This design comes from an exercise in tuning for small area on the open sky130 flow, not from production work. Where RTL was checked, it was by simulation tests only, not by an equivalence proof against the original. The clock port is modelled as an ideal driver, which makes a skipped or thinned clock tree look cheaper than it is; a real chip needs a root buffer or a tree. Power is estimated from default activity; no workload was simulated.

== job 101 ==
// apb_i2c_slave
module apb_i2c_slave #(
  parameter int APB_ADDR_WIDTH = 8
) (
  input  logic                      pclk,
  input  logic                      presetn,
  input  logic [APB_ADDR_WIDTH-1:0] paddr,
  input  logic                      psel,
  input  logic                      penable,
  input  logic                      pwrite,
  input  logic [31:0]               pwdata,
  output logic [31:0]               prdata,
  output logic                      pready,
  output logic                      pslverr,
  input  logic                      scl_i,
  input  logic                      sda_i,
  output logic                      sda_o,
  output logic                      sda_oe,
  output logic                      irq
);
Size: ~380 cells after synthesis, ~70 flip-flops, roughly 3900 um2 of cells after synthesis.
Settings: LEC_CHECK=0, CAP_MARGIN=20, CORE_MARGIN=2, CORE_UTILIZATION=40, PLACE_DENSITY=0.85, SLEW_MARGIN=20; clock period 10.0 ns.
standard.sh (not shown) runs the stock make flow with config.mk's settings and CLKGATE_MAP_FILE= SYNTH_SCRIPT=/design/flow/synth_recipe.tcl, a recipe that flattens the netlist after the stock synthesis.
==> flow/flow/run.sh <==
#!/bin/bash
# Standard ORFS layout with the smallest buffer on each port and a small
# hand-built clock tree (flow/cts_hook.tcl) in place of TritonCTS. After
# floorplanning, flow/post_fp.tcl re-maps the logic for area and shares the
# tie cells.
set -euo pipefail
HERE=$(cd "$(dirname "$0")" && pwd)
export BUFFER_PORTS_ARGS="-buffer_cell sky130_fd_sc_hd__buf_1"
export SKIP_REPAIR_TIE_FANOUT=1
export POST_FLOORPLAN_TCL="$HERE/post_fp.tcl"
export PRE_CTS_TCL="$HERE/cts_hook.tcl"
export MANUAL_CTS_CLUSTERS=4
export MANUAL_CTS_BUF=sky130_fd_sc_hd__clkbuf_8
export MANUAL_CTS_ROOT=
# each leaf buffer is then sized up from clkbuf_4 until its estimated
# register clock slew is at most MANUAL_CTS_SLEW ns
export MANUAL_CTS_SIZES="sky130_fd_sc_hd__clkbuf_4 sky130_fd_sc_hd__clkbuf_8 sky130_fd_sc_hd__clkbuf_16"
export MANUAL_CTS_SLEW=0.120
bash standard.sh > flow_make.log 2>&1
Other scripts of this flow, unchanged in this note and not shown: flow/flow/cts_hook.tcl, flow/flow/manual_cts.tcl, flow/flow/post_fp.tcl
[inputs] job 102 vs job 101
--- a/flow/design.v
+++ b/flow/design.v
@@ -8,32 +8,32 @@
   input  logic                      penable,
   input  logic                      pwrite,
   input  logic [31:0]               pwdata,
   output logic [31:0]               prdata,
   output logic                      pready,
   output logic                      pslverr,
   input  logic                      scl_i,
   input  logic                      sda_i,
   output logic                      sda_o,
   output logic                      sda_oe,
   output logic                      irq
 );
-  localparam logic [2:0] SLV_IDLE = 3'd0;
-  localparam logic [2:0] SLV_ADDR = 3'd5;
-  localparam logic [2:0] SLV_RW = 3'd7;
+  localparam logic [2:0] SLV_IDLE     = 3'd0;
+  localparam logic [2:0] SLV_ADDR     = 3'd1;
+  localparam logic [2:0] SLV_RW       = 3'd2;
   localparam logic [2:0] SLV_ACK_ADDR = 3'd3;
-  localparam logic [2:0] SLV_RX = 3'd6;
-  localparam logic [2:0] SLV_ACK_RX = 3'd2;
-  localparam logic [2:0] SLV_TX = 3'd4;
-  localparam logic [2:0] SLV_ACK_TX = 3'd1;
+  localparam logic [2:0] SLV_RX       = 3'd4;
+  localparam logic [2:0] SLV_ACK_RX   = 3'd5;
+  localparam logic [2:0] SLV_TX       = 3'd6;
+  localparam logic [2:0] SLV_ACK_TX   = 3'd7;
   localparam logic [7:0] REG_CTRL       = 8'h00;
   localparam logic [7:0] REG_STATUS     = 8'h04;
   localparam logic [7:0] REG_ADDRESS    = 8'h08;
   localparam logic [7:0] REG_RXDATA     = 8'h0C;
   localparam logic [7:0] REG_TXDATA     = 8'h10;
   localparam logic [7:0] REG_IRQ_STATUS = 8'h14;
   localparam logic [7:0] REG_IRQ_ENABLE = 8'h18;
   logic ctrl_enable, ctrl_auto_ack, ctrl_nack_ovr, ctrl_gc_en;
   logic status_busy;
   logic status_address_hit;
   logic status_start_seen;    
   logic status_stop_seen;
Findings:
- Re sequential-to-total area share from yosys stat: job 102 is 0.25 points down on job 101.
- Per the comparison of job 102 with job 101, required arrival time at the worst endpoint ~0 delta; shortest clock period the worst path allows after layout went down 36 ps; power after layout has decreased; number of instances in the synthesized netlist increased by 12 relative to the old numbers; combinational gate power now smaller.
- On final cell count, job 102 and job 101 are basically level.
- Compared to job 101, job 102 reaches a higher achievable clock.
- The total track usage number comes out lower for job 101 vs job 102.
- Slowest cell on the critical path: sky130_fd_sc_hd__nor3_1 -> job 102, sky130_fd_sc_hd__o32ai_1 -> job 101
- Power density normalized to cell area (job 102 vs. job 101) decreases by a few percent
- Comparing the two runs side by side, job 102 comes out behind job 101 on synthesized area.
The RTL of job 101 was laid out without a check of its function. No run of this note takes its clock network from TritonCTS; it comes from the design's own scripts or RTL.


apb_i2c_slave, a different RTL version from the one above (not shown whole).
Size: roughly 380 cells after synthesis, about 72 flip-flops, ~84 I/O pins, ~0.0039 mm2 of cells after synthesis.
Settings: LEC_CHECK=0, CAP_MARGIN=20, CORE_MARGIN=2, CORE_UTILIZATION=40, SLEW_MARGIN=20; clock period 10.0 ns.
run.sh (not shown) runs the stock make flow with config.mk's settings and CLKGATE_MAP_FILE= SYNTH_SCRIPT=/design/flow/synth_recipe.tcl, a recipe that flattens the netlist after the stock synthesis.
Stock flow here: none of the scripts above is used.
The first run finished clean.
Edit:
--- a/flow/design.v
+++ b/flow/design.v
@@ -32,20 +32,19 @@
   localparam logic [7:0] REG_TXDATA     = 8'h10;
   localparam logic [7:0] REG_IRQ_STATUS = 8'h14;
   localparam logic [7:0] REG_IRQ_ENABLE = 8'h18;
   logic ctrl_enable, ctrl_auto_ack, ctrl_nack_ovr, ctrl_gc_en;
   logic status_busy;
   logic status_address_hit;
   logic status_start_seen;    
   logic status_stop_seen;
   logic status_rx_valid;
-  logic status_tx_ready;
-  logic tx_valid;             
+  logic status_tx_ready;      
   logic status_nack_sent;
   logic status_last_rw;
   logic [6:0] addr_reg;
   logic [7:0] rxdata_reg;
   logic [7:0] txdata_reg;
   logic irq_status_stop;
   logic irq_status_rx;
   logic irq_status_tx;
   logic [3:0] irq_enable_reg;
@@ -139,45 +138,57 @@
   logic       addr_match;    
   logic       ack_after_high;  
   logic       ack_val;       
   wire in_ack = (state == SLV_ACK_ADDR) | (state == SLV_ACK_RX) | (state == SLV_ACK_TX);
   wire ack_low_or_fall = ~scl_sync | ~scl_sync_d | ack_after_high;
   wire match_now = ctrl_enable &&
                    ((shift_reg[6:0] == addr_reg) ||
                     (ctrl_gc_en && shift_reg[6:0] == 7'h00));
   always_ff @(posedge pclk) begin
-    if (!ctrl_enable || (state == SLV_ACK_TX && scl_falling && ack_after_high))
-      tx_valid <= 1'b0;
-    else if (wr_tx)
-      tx_valid <= 1'b1;
     ack_after_high <= in_ack & (ack_after_high | scl_rising);
     if (state == SLV_RW && scl_rising) begin
       rw_flag    <= sda_sync;
       addr_match <= match_now;
     end
     if (state == SLV_RX && scl_rising && bit_cnt == 3'd0)
       ack_val <= ctrl_auto_ack && !(ctrl_nack_ovr && status_rx_valid);
   end
-  wire shift_state = (state == SLV_ADDR) | (state == SLV_RX) | (state == SLV_TX);
-  wire ack_done    = in_ack & scl_falling & ack_after_high;
   always_ff @(posedge pclk) begin
     if (start_cond)
       bit_cnt <= 3'd6;
-    if (shift_state & scl_rising) begin
-      shift_reg <= {shift_reg[6:0], (state == SLV_TX) ? shift_reg[7] : sda_sync};
-      if (bit_cnt != 3'd0)
-        bit_cnt <= bit_cnt - 3'd1;
-    end
-    if (ack_done) begin
-      bit_cnt <= 3'd7;
-      if (state != SLV_ACK_RX)
-        shift_reg <= txdata_reg;
-    end
+    case (state)
+      SLV_ADDR, SLV_RX, SLV_TX: begin
+        if (scl_rising) begin
+          if (state != SLV_TX)
+            shift_reg[bit_cnt] <= sda_sync;
+          if (bit_cnt != 3'd0)
+            bit_cnt <= bit_cnt - 3'd1;
+        end
+      end
+      SLV_ACK_ADDR: begin
+        if (scl_falling && ack_after_high) begin
+          bit_cnt <= 3'd7;
+          if (rw_flag)
+            shift_reg <= txdata_reg;
+        end
+      end
+      SLV_ACK_RX: begin
+        if (scl_falling && ack_after_high)
+          bit_cnt <= 3'd7;
+      end
+      SLV_ACK_TX: begin
+        if (scl_falling && ack_after_high) begin
+          shift_reg <= txdata_reg;
+          bit_cnt   <= 3'd7;
+        end
+      end
+      default: ;
+    endcase
   end
   always_ff @(posedge pclk or negedge presetn) begin
     if (!presetn) begin
       state             <= SLV_IDLE;
       status_busy       <= 1'b0;
       status_address_hit<= 1'b0;
       status_start_seen <= 1'b0;
       status_stop_seen  <= 1'b0;
       status_rx_valid   <= 1'b0;
@@ -256,20 +267,19 @@
         end
         SLV_ACK_ADDR: begin
           if (addr_match && ctrl_enable && ack_low_or_fall)
             sda_oe <= 1'b1;
           else
             sda_oe <= 1'b0;
           if (scl_falling && ack_after_high) begin
             if (addr_match && ctrl_enable) begin
               if (rw_flag) begin
-                state           <= SLV_TX;
-                status_tx_ready <= ~tx_valid;
+                state    <= SLV_TX;
                 sda_oe   <= ~txdata_reg[7];
               end else begin
                 state <= SLV_RX;
               end
             end else begin
               state <= SLV_IDLE;
             end
           end
         end
@@ -292,19 +302,19 @@
               irq_status_rx   <= 1'b1;
               state           <= SLV_RX;
             end else begin
               state <= SLV_IDLE;
             end
           end
         end
         SLV_TX: begin
           if (scl_falling)
-            sda_oe <= ~shift_reg[7];
+            sda_oe <= ~shift_reg[bit_cnt];
           if (scl_rising && bit_cnt == 3'd0)
             state <= SLV_ACK_TX;
         end
         SLV_ACK_TX: begin
           if (scl_falling && !ack_after_high)
             sda_oe <= 1'b0;
           if (scl_rising)
             status_nack_sent <= sda_sync;
           if (scl_falling && ack_after_high) begin
The new run completed without violations. Count of clock-buffer cells in the layout decreases by 3. Routed wire length increases by a little under a tenth. Cell count increases by a few percent. Worst setup slack improved by 350 ps. Clock power decreases by about a fifth. Design area increases by a few percent. Total power decreases by a little under a tenth. Non-clock buffer count increases by 2. Core utilization increases by 0.33 points.

afterwards: timing with drivers on the ports:
In the flow no input, the clock included, has a driving cell. The finished layouts below were timed again as built, in two steps. Step 1: set_driving_cell puts a clkbuf_16 on pclk and a buf_2 on each other input, an assumption about the parent block. Step 2 times the ports against the registers' clock, not the clock port: input delays grow and output delays shrink by t, the midpoint of the rising clock arrivals with the driver on. Three values: no drivers, after step 1, after step 2; two values: the first two.
| run | t (ns) | slack for setup (ns) | worst setup path at the end | pins driven straight from the clock port |
|---|---|---|---|---|
| job 101 | 0.221 | 3.849 / 3.826 / 3.826 | input to output | 4 |
| job 102 | 0.225 | 3.885 / 3.859 / 3.859 | input to output | 4 |
| the first run of note 2 | 0.377 | 3.055 / 3.035 / 3.035 | input to output | 1 |
| the second run of note 2 | 0.383 | 3.401 / 3.369 / 3.369 | input to output | 1 |
After both steps every run listed still meets setup and hold. The setup slack of the second run of note 2, which loses most, moves by -0.032 ns with the drivers and by -0.032 ns with both steps.
